This design comes from an exercise in tuning for small area and a short achievable clock period on the open sky130 flow, not from production work.
Function was checked by simulation only, so behaviour that the tests miss may differ from the original.

## run A
==> flow/design.v (excerpt) <==
module simon32_64 (
	input  logic clk, reset,
	input  logic in_valid,
	output logic in_ready,
	input  logic [31:0] plaintext,
	input  logic [63:0] key,
	output logic out_valid,
	output logic [31:0] ciphertext
);
Size in the first run: ~1,000 cells after synthesis, roughly 200 flip-flops, about 130 I/O pins, roughly 10,000 um^2 of cells after synthesis.
export LEC_CHECK = 0
export CAP_MARGIN = 20
export CORE_MARGIN = 2
export CORE_UTILIZATION = 40
export SETUP_SLACK_MARGIN = 0.97
export SLEW_MARGIN = 20
create_clock -name core_clock -period 2.5 [get_ports {clk}]
standard.sh (not shown) runs the stock make flow with config.mk's settings and CLKGATE_MAP_FILE= SYNTH_SCRIPT=/design/flow/synth_recipe.tcl, a recipe that flattens the netlist after the stock synthesis.
==> flow/flow/run.sh <==
#!/bin/bash
# Standard layout (the standard.sh) with three changes:
#  - the port buffers are plain buffers instead of the delay cells that
#    buffer_ports picks by default (repair resizes them where timing needs);
#  - the clock tree is a root buffer driving one level of leaf buffers, with
#    no sink clustering, which gives less insertion delay than the default
#    H-tree with clustered leaves;
#  - the slow cells listed in flow/dont_use.txt are added to the platform's
#    don't-use list, so that synthesis maps the XOR-heavy logic onto faster
#    two-input gates.
set -euo pipefail
export BUFFER_PORTS_ARGS="-buffer_cell sky130_fd_sc_hd__buf_1"
export CTS_ARGS="-repair_clock_nets -buf_list sky130_fd_sc_hd__clkbuf_8 -root_buf sky130_fd_sc_hd__clkbuf_16"
plat=$(make -s -C "$FLOW_HOME" DESIGN_CONFIG="$PWD/config.mk" WORK_HOME="$PWD/orfs" \
  print-DONT_USE_CELLS 2> print_dont_use.log | sed -n 's/^DONT_USE_CELLS: //p')
extra=$(grep -v '^#' flow/dont_use.txt | tr '\n' ' ')
echo "platform: $plat" > dont_use.log
echo "added: $extra" >> dont_use.log
bash standard.sh "DONT_USE_CELLS=$plat $extra" finish > standard_finish.log 2>&1
==> flow/flow/dont_use.txt <==
# slow cells kept out of synthesis and repair
sky130_fd_sc_hd__xor3_1
sky130_fd_sc_hd__xor3_2
sky130_fd_sc_hd__xor3_4
sky130_fd_sc_hd__xnor3_1
sky130_fd_sc_hd__xnor3_2
sky130_fd_sc_hd__xnor3_4
sky130_fd_sc_hd__or4_1
sky130_fd_sc_hd__or4_2
sky130_fd_sc_hd__or4_4
sky130_fd_sc_hd__nor4_1
sky130_fd_sc_hd__nor4_2
sky130_fd_sc_hd__nor4_4
sky130_fd_sc_hd__and4_1
sky130_fd_sc_hd__and4_2
sky130_fd_sc_hd__and4_4
sky130_fd_sc_hd__nand4_1
sky130_fd_sc_hd__nand4_2
sky130_fd_sc_hd__nand4_4
sky130_fd_sc_hd__or4b_1
sky130_fd_sc_hd__or4bb_1
sky130_fd_sc_hd__nor4b_1
sky130_fd_sc_hd__nor4bb_1
sky130_fd_sc_hd__or3_1
sky130_fd_sc_hd__or3b_1
sky130_fd_sc_hd__nor3_1
Modified inputs, run B compared to run A
- CORE_UTILIZATION now 55, was 40
- SETUP_SLACK_MARGIN now 0.95, was 0.97
- Diff run A -> run B: global-route wire length before repair went down; flip-flop and latch share of the layout cell area grew by 0.56 points; I/O pin total saw little to no change; post-layout worst setup margin now smaller; via total after detailed routing decreased by 0.57% relative to the old numbers.
- The higher number of non-clock buffers came out of run A.
- Run B: overall die area 27% below run A
[inputs] run C vs run B
- swapping 55 for 30 in CORE_UTILIZATION
[summary]
- Run C against run B: area growth from synthesis to layout saw an increase; fraction of final layout cells sized beyond drive strength 1 saw an increase.
- Per the comparison of run C with run B, die area climbed about 80%; initial standard-cell utilization of the core dropped 26 points.
Input-level comparison between run D and run C:
- CAP_MARGIN now 5, was 20
- SLEW_MARGIN now 5, was 20
- CORE_UTILIZATION now 40, was 30
diff --git a/flow/flow/dont_use.txt b/flow/flow/dont_use.txt
--- a/flow/flow/dont_use.txt
+++ b/flow/flow/dont_use.txt
@@ -25,2 +25,9 @@
 sky130_fd_sc_hd__or3b_1
 sky130_fd_sc_hd__nor3_1
+sky130_fd_sc_hd__mux2_1
+sky130_fd_sc_hd__mux2_2
+sky130_fd_sc_hd__mux2_4
+sky130_fd_sc_hd__mux2_8
+sky130_fd_sc_hd__ha_1
+sky130_fd_sc_hd__ha_2
+sky130_fd_sc_hd__ha_4
--- outcome ---
The higher logic depth of the worst setup path including buffers of run C and run D is in run C. For run C, the startpoint of the most critical setup path was xb[3], unlike run D, where it was xa[10]. Against run C as the reference, run D delivers a higher number of non-clock inverters. Compared run D vs run C, and wire length is down in run D. Sort run C and run D by fraction of layout cells with a size suffix above 1 asc -> top: run D. Diff run C -> run D: final worst setup slack moved up, global routing met3 resource utilization moved down. Clock transition at the registers of the reported paths is lower on run D. Run D: no failed stages, no open violations at the end. Compared with run C, run D shows overall die width lower by 13%. Against run C, die area in run D came out better. | sequential-to-total area share from yosys stat | higher: run D |.
The following lists how run E was set up differently from run D:
- SLEW_MARGIN changed from 5 to 20
- CAP_MARGIN changed from 5 to 20
Run E ended with every stage complete and zero timing, DRC or antenna violations.
Run D finished every step from synthesis to the final layout, and the layout passed the timing, design-rule and antenna checks.
Diff run E..run D | utilization | unchanged
Global-route usage came out exactly the same in run E and run D.
As far as cell area goes, run D and run E are indistinguishable; the numbers are identical.
The final setup slack of the worst path of run E and that of run D are within noise of each other.
Diff run E..run D | via count of the first global-routing pass | unchanged
## Diff of input files: run F against run E
- putting PLACE_DENSITY at 0.7 where nothing was set
diff --git a/flow/flow/dont_use.txt b/flow/flow/dont_use.txt
--- a/flow/flow/dont_use.txt
+++ b/flow/flow/dont_use.txt
@@ -25,9 +25,2 @@
 sky130_fd_sc_hd__or3b_1
 sky130_fd_sc_hd__nor3_1
-sky130_fd_sc_hd__mux2_1
-sky130_fd_sc_hd__mux2_2
-sky130_fd_sc_hd__mux2_4
-sky130_fd_sc_hd__mux2_8
-sky130_fd_sc_hd__ha_1
-sky130_fd_sc_hd__ha_2
-sky130_fd_sc_hd__ha_4
Findings:
Run E tops out at a higher clock frequency than run F.
Lower critical path depth among run E and run F: run E
The core of run F is more densely filled than that of run E.
Re die area: run E and run F aren't equal, and the higher value belongs to run F.
Number of cells in the design after placement across run E and run F: no real change.
Compared to run E, run F has fraction of layout cells with a size suffix above 1 1.5 points higher.


simon32_64 again, from the RTL that the note above started with.
## simon32_64
module simon32_64 (
	input  logic clk, reset,
	input  logic in_valid,
	output logic in_ready,
	input  logic [31:0] plaintext,
	input  logic [63:0] key,
	output logic out_valid,
	output logic [31:0] ciphertext
);
Settings: LEC_CHECK=0, CAP_MARGIN=20, CORE_MARGIN=2, CORE_UTILIZATION=40, SETUP_SLACK_MARGIN=1.0, SLEW_MARGIN=20; clock period 2.5 ns.
==> flow/flow/dont_use.txt <==
# slow cells kept out of synthesis and repair
sky130_fd_sc_hd__xor3_1
sky130_fd_sc_hd__xor3_2
sky130_fd_sc_hd__xor3_4
sky130_fd_sc_hd__xnor3_1
sky130_fd_sc_hd__xnor3_2
sky130_fd_sc_hd__xnor3_4
sky130_fd_sc_hd__or4_1
sky130_fd_sc_hd__or4_2
sky130_fd_sc_hd__or4_4
sky130_fd_sc_hd__nor4_1
sky130_fd_sc_hd__nor4_2
sky130_fd_sc_hd__nor4_4
sky130_fd_sc_hd__and4_1
sky130_fd_sc_hd__and4_2
sky130_fd_sc_hd__and4_4
sky130_fd_sc_hd__nand4_1
sky130_fd_sc_hd__nand4_2
sky130_fd_sc_hd__nand4_4
sky130_fd_sc_hd__or4b_1
sky130_fd_sc_hd__or4bb_1
sky130_fd_sc_hd__nor4b_1
sky130_fd_sc_hd__nor4bb_1
sky130_fd_sc_hd__or3_1
sky130_fd_sc_hd__or3b_1
sky130_fd_sc_hd__nor3_1
sky130_fd_sc_hd__mux2_1
sky130_fd_sc_hd__mux2_2
sky130_fd_sc_hd__mux2_4
sky130_fd_sc_hd__mux2_8
sky130_fd_sc_hd__ha_1
sky130_fd_sc_hd__ha_2
sky130_fd_sc_hd__ha_4
Scripts as last shown in full above: flow/flow/run.sh
The first run produced a clean layout.
Next try:
--- a/flow/flow/dont_use.txt
+++ b/flow/flow/dont_use.txt
@@ -25,9 +25,2 @@
 sky130_fd_sc_hd__or3b_1
 sky130_fd_sc_hd__nor3_1
-sky130_fd_sc_hd__mux2_1
-sky130_fd_sc_hd__mux2_2
-sky130_fd_sc_hd__mux2_4
-sky130_fd_sc_hd__mux2_8
-sky130_fd_sc_hd__ha_1
-sky130_fd_sc_hd__ha_2
-sky130_fd_sc_hd__ha_4
- GPL_TIMING_DRIVEN: default -> 0
- SETUP_SLACK_MARGIN: 1.0 -> 0.95
Result: Wire length climbs by 3.7%. Clock-buffer cell count stays the same. Sequential cell count stays the same. Sequential share of layout area drops by 0.54 points.
Next try:
--- a/flow/flow/dont_use.txt
+++ b/flow/flow/dont_use.txt
@@ -25,2 +25,9 @@
 sky130_fd_sc_hd__or3b_1
 sky130_fd_sc_hd__nor3_1
+sky130_fd_sc_hd__mux2_1
+sky130_fd_sc_hd__mux2_2
+sky130_fd_sc_hd__mux2_4
+sky130_fd_sc_hd__mux2_8
+sky130_fd_sc_hd__ha_1
+sky130_fd_sc_hd__ha_2
+sky130_fd_sc_hd__ha_4
- GPL_TIMING_DRIVEN: 0 -> default
- SETUP_SLACK_MARGIN: 0.95 -> 0.9
Setup slack gets worse by 0.11 ns.
Die area went down by 0.48%.
Critical path depth is unchanged.
Utilization drops by 1.7 points.
Fmax fell by 6.6%.
Global-route usage goes down by 1.1 points.
Synthesized cell count hardly moves.
Next try:
--- a/flow/flow/dont_use.txt
+++ b/flow/flow/dont_use.txt
@@ -1,3 +1,5 @@
-# slow cells kept out of synthesis and repair
+# cells kept out of synthesis and repair: slow three-input XORs, slow wide
+# OR/NOR/AND/NAND gates, the two-input multiplexer (the load multiplexer maps
+# faster onto inverting mux and AOI gates) and the half adder
 sky130_fd_sc_hd__xor3_1
 sky130_fd_sc_hd__xor3_2
- SETUP_SLACK_MARGIN: 0.9 -> 0.95
Outcome:
- The changed run completed with no timing, DRC or antenna violations
- hold slack loses 0.0046 ns
- setup slack improves by 0.11 ns
- non-clock buffer count stays the same
- utilization increases by 0.38 points
- routed wire length barely changes
- flip-flop and latch count is unchanged
Next try:
--- a/flow/flow/dont_use.txt
+++ b/flow/flow/dont_use.txt
@@ -1,5 +1,3 @@
-# cells kept out of synthesis and repair: slow three-input XORs, slow wide
-# OR/NOR/AND/NAND gates, the two-input multiplexer (the load multiplexer maps
-# faster onto inverting mux and AOI gates) and the half adder
+# slow cells kept out of synthesis and repair
 sky130_fd_sc_hd__xor3_1
 sky130_fd_sc_hd__xor3_2
@@ -27,9 +25,2 @@
 sky130_fd_sc_hd__or3b_1
 sky130_fd_sc_hd__nor3_1
-sky130_fd_sc_hd__mux2_1
-sky130_fd_sc_hd__mux2_2
-sky130_fd_sc_hd__mux2_4
-sky130_fd_sc_hd__mux2_8
-sky130_fd_sc_hd__ha_1
-sky130_fd_sc_hd__ha_2
-sky130_fd_sc_hd__ha_4
- GPL_ROUTABILITY_DRIVEN: default -> 0
Result: The new run finished with timing, DRC and antenna clean; first-iteration DRC count goes down by 9.8%; core utilization went up by 0.29 points; die area grows by 0.48%; count of clock-buffer cells in the layout came out higher by 2; hold slack improves by 0.0040 ns; setup slack gets worse by 0.030 ns; via count is higher by 0.40%; cell area rose by 0.91%; global-route usage came out lower by 0.31 points.


## zinc
Another version of the RTL of simon32_64 (not shown whole).
Size: about 1000 cells after synthesis, about 200 flip-flops, about 130 I/O pins, roughly 10000 um2 of cells after synthesis.
clock: 2.5 ns
lec_check: 0
cap_margin: 20
core_margin: 2
core_utilization: 40
cts_cluster_diameter: 100
cts_cluster_size: 25
setup_slack_margin: 1.0
slew_margin: 20
==> flow/flow/run.sh <==
#!/bin/bash
# Standard layout (the standard.sh) with two changes:
#  - the port buffers are plain buffers instead of the delay cells that
#    buffer_ports picks by default;
#  - the slow cells listed in flow/dont_use.txt are added to the platform's
#    don't-use list, so that synthesis maps the XOR-heavy logic onto faster
#    two-input gates.
set -euo pipefail
export BUFFER_PORTS_ARGS="-buffer_cell sky130_fd_sc_hd__buf_2"
plat=$(make -s -C "$FLOW_HOME" DESIGN_CONFIG="$PWD/config.mk" WORK_HOME="$PWD/orfs" \
  print-DONT_USE_CELLS 2> print_dont_use.log | sed -n 's/^DONT_USE_CELLS: //p')
extra=$(grep -v '^#' flow/dont_use.txt | tr '\n' ' ')
echo "platform: $plat" > dont_use.log
echo "added: $extra" >> dont_use.log
bash standard.sh "DONT_USE_CELLS=$plat $extra" finish > standard_finish.log 2>&1
==> flow/flow/dont_use.txt <==
# slow cells kept out of synthesis and repair
sky130_fd_sc_hd__xor3_1
sky130_fd_sc_hd__xor3_2
sky130_fd_sc_hd__xor3_4
sky130_fd_sc_hd__xnor3_1
sky130_fd_sc_hd__xnor3_2
sky130_fd_sc_hd__xnor3_4
sky130_fd_sc_hd__or4_1
sky130_fd_sc_hd__or4_2
sky130_fd_sc_hd__or4_4
sky130_fd_sc_hd__nor4_1
sky130_fd_sc_hd__nor4_2
sky130_fd_sc_hd__nor4_4
sky130_fd_sc_hd__and4_1
sky130_fd_sc_hd__and4_2
sky130_fd_sc_hd__and4_4
sky130_fd_sc_hd__nand4_1
sky130_fd_sc_hd__nand4_2
sky130_fd_sc_hd__nand4_4
sky130_fd_sc_hd__or4b_1
sky130_fd_sc_hd__or4bb_1
sky130_fd_sc_hd__nor4b_1
sky130_fd_sc_hd__nor4bb_1
sky130_fd_sc_hd__or3_1
sky130_fd_sc_hd__or3b_1
sky130_fd_sc_hd__nor3_1
--- input diff zinc..lagoon ---
Settings: SETUP_SLACK_MARGIN changed from 1.0 to 0.8; CTS_CLUSTER_DIAMETER removed (was 100); CTS_CLUSTER_SIZE removed (was 25).
==> flow/flow/run.sh <==
#!/bin/bash
# Standard layout, with the port buffers made from plain buffers instead of
# the delay cells buffer_ports picks by default.
set -euo pipefail
export BUFFER_PORTS_ARGS="-buffer_cell sky130_fd_sc_hd__buf_2"
bash standard.sh finish > standard_finish.log 2>&1
removed: flow/flow/dont_use.txt
--- outcome ---
When lagoon is measured against zinc, its die area turns out 0.65% higher. lagoon vs zinc — global-route wire length before repair rose 4.1%. Post-place setup slack: lagoon vs zinc up 0.056 ns.
diff inputs: lagoon => ember
Settings: changing SETUP_SLACK_MARGIN from 0.8 to 0.9; setting CTS_CLUSTER_DIAMETER to 100 for the first time; setting CTS_CLUSTER_SIZE to 25 for the first time.
==> flow/flow/run.sh <==
#!/bin/bash
# Standard layout (the standard.sh) with two changes:
#  - the port buffers are plain buffers instead of the delay cells that
#    buffer_ports picks by default;
#  - the slow cells listed in flow/dont_use.txt are added to the platform's
#    don't-use list, so that synthesis maps the XOR-heavy logic onto faster
#    two-input gates.
set -euo pipefail
export BUFFER_PORTS_ARGS="-buffer_cell sky130_fd_sc_hd__buf_2"
plat=$(make -s -C "$FLOW_HOME" DESIGN_CONFIG="$PWD/config.mk" WORK_HOME="$PWD/orfs" \
  print-DONT_USE_CELLS 2> print_dont_use.log | sed -n 's/^DONT_USE_CELLS: //p')
extra=$(grep -v '^#' flow/dont_use.txt | tr '\n' ' ')
echo "platform: $plat" > dont_use.log
echo "added: $extra" >> dont_use.log
bash standard.sh "DONT_USE_CELLS=$plat $extra" finish > standard_finish.log 2>&1
==> flow/flow/dont_use.txt (new file) <==
# slow cells kept out of synthesis and repair
sky130_fd_sc_hd__xor3_1
sky130_fd_sc_hd__xor3_2
sky130_fd_sc_hd__xor3_4
sky130_fd_sc_hd__xnor3_1
sky130_fd_sc_hd__xnor3_2
sky130_fd_sc_hd__xnor3_4
sky130_fd_sc_hd__or4_1
sky130_fd_sc_hd__or4_2
sky130_fd_sc_hd__or4_4
sky130_fd_sc_hd__nor4_1
sky130_fd_sc_hd__nor4_2
sky130_fd_sc_hd__nor4_4
sky130_fd_sc_hd__and4_1
sky130_fd_sc_hd__and4_2
sky130_fd_sc_hd__and4_4
sky130_fd_sc_hd__nand4_1
sky130_fd_sc_hd__nand4_2
sky130_fd_sc_hd__nand4_4
sky130_fd_sc_hd__or4b_1
sky130_fd_sc_hd__or4bb_1
sky130_fd_sc_hd__nor4b_1
sky130_fd_sc_hd__nor4bb_1
sky130_fd_sc_hd__or3_1
sky130_fd_sc_hd__or3b_1
sky130_fd_sc_hd__nor3_1
## What came out
- Compared with lagoon, ember shows a lower final worst-path cycle share.
- Routed wirelength normalized by instance count (ember vs. lagoon) decreases by a few percent
- Cell with the biggest individual delay on the critical path = dfxtp_2: ember; cell with the biggest individual delay on the critical path = dfxtp_4: lagoon
- Summary of ember over lagoon: overall via count from detail_route has decreased, area taken by flip-flops and latches went up 0.34%, setup slack higher, number of multi-input combinational cells shows a reduction of 1.7%, die area fell by 0.65%.
The inputs of juniper differ from those of ember as listed below.
--- a/flow/flow/run.sh
+++ b/flow/flow/run.sh
@@ -8,4 +8,5 @@
 set -euo pipefail
 export BUFFER_PORTS_ARGS="-buffer_cell sky130_fd_sc_hd__buf_2"
+export CTS_ARGS="-repair_clock_nets -buf_list sky130_fd_sc_hd__clkbuf_8 -root_buf sky130_fd_sc_hd__clkbuf_16"
 plat=$(make -s -C "$FLOW_HOME" DESIGN_CONFIG="$PWD/config.mk" WORK_HOME="$PWD/orfs" \
   print-DONT_USE_CELLS 2> print_dont_use.log | sed -n 's/^DONT_USE_CELLS: //p')
## What came out
Delta (juniper minus ember): non-clock buffer count went down, final clock period utilization by the worst path went down. juniper — via count 30 higher, ember as reference. | worst hold slack | juniper vs ember | 0.078 ns higher |. For ember, the destination of the critical timing path was ciphertext[24], unlike juniper, where it was ciphertext[27]. Final area essentially unchanged between juniper and ember.

[re-timing with driven ports]
The flow's constraints put no driver on any port. The routed layouts listed below were extracted and timed again, unchanged, in two steps. Step 1 assumes that a clkbuf_16 drives the clock port and a buf_2 every other input. Step 2, shift: input delay + t, output delay - t, t = (earliest + latest rising clock arrival at the registers) / 2. This alone moves slack from input paths to output paths. a / b / c = ideal ports / drivers / drivers and shift; a / b = the first two.
| run | t (ns) | setup slack, ns | latest minus earliest clock arrival (ns) | worst slew at a driven data input, ns | pins driven straight from the clock port |
|---|---|---|---|---|---|
| run A | 0.446 | 0.994 / 0.946 / 1.021 | 0.015 / 0.016 | 0.04 | 1 |
| run B | 0.450 | 0.973 / 0.924 / 0.977 | 0.013 / 0.013 | 0.04 | 1 |
| run C | 0.463 | 0.958 / 0.927 / 0.958 | 0.027 / 0.027 | 0.04 | 1 |
| run D | 0.439 | 0.986 / 0.939 / 1.016 | 0.010 / 0.011 | 0.04 | 1 |
| run E | 0.439 | 0.986 / 0.939 / 1.016 | 0.010 / 0.011 | 0.04 | 1 |
| run F | 0.450 | 0.962 / 0.938 / 0.962 | 0.016 / 0.016 | 0.04 | 1 |
| the first run of note 2 | 0.443 | 1.010 / 0.963 / 1.015 | 0.013 / 0.012 | 0.04 | 1 |
| the second run of note 2 | 0.453 | 0.983 / 0.944 / 0.983 | 0.022 / 0.022 | 0.03 | 1 |
| the third run of note 2 | 0.438 | 0.877 / 0.871 / 0.877 | 0.010 / 0.010 | 0.04 | 1 |
| the fourth run of note 2 | 0.439 | 0.986 / 0.939 / 1.016 | 0.010 / 0.011 | 0.04 | 1 |
| the fifth run of note 2 | 0.447 | 0.956 / 0.943 / 0.956 | 0.016 / 0.017 | 0.04 | 1 |
| zinc | 0.522 | 0.953 / 0.906 / 0.986 | 0.016 / 0.016 | 0.04 | 1 |
| lagoon | 0.586 | 0.796 / 0.744 / 0.825 | 0.020 / 0.020 | 0.04 | 1 |
| ember | 0.524 | 0.928 / 0.879 / 0.948 | 0.025 / 0.025 | 0.04 | 1 |
| juniper | 0.446 | 0.947 / 0.899 / 0.959 | 0.018 / 0.018 | 0.05 | 1 |
After both steps every run listed still meets setup and hold.
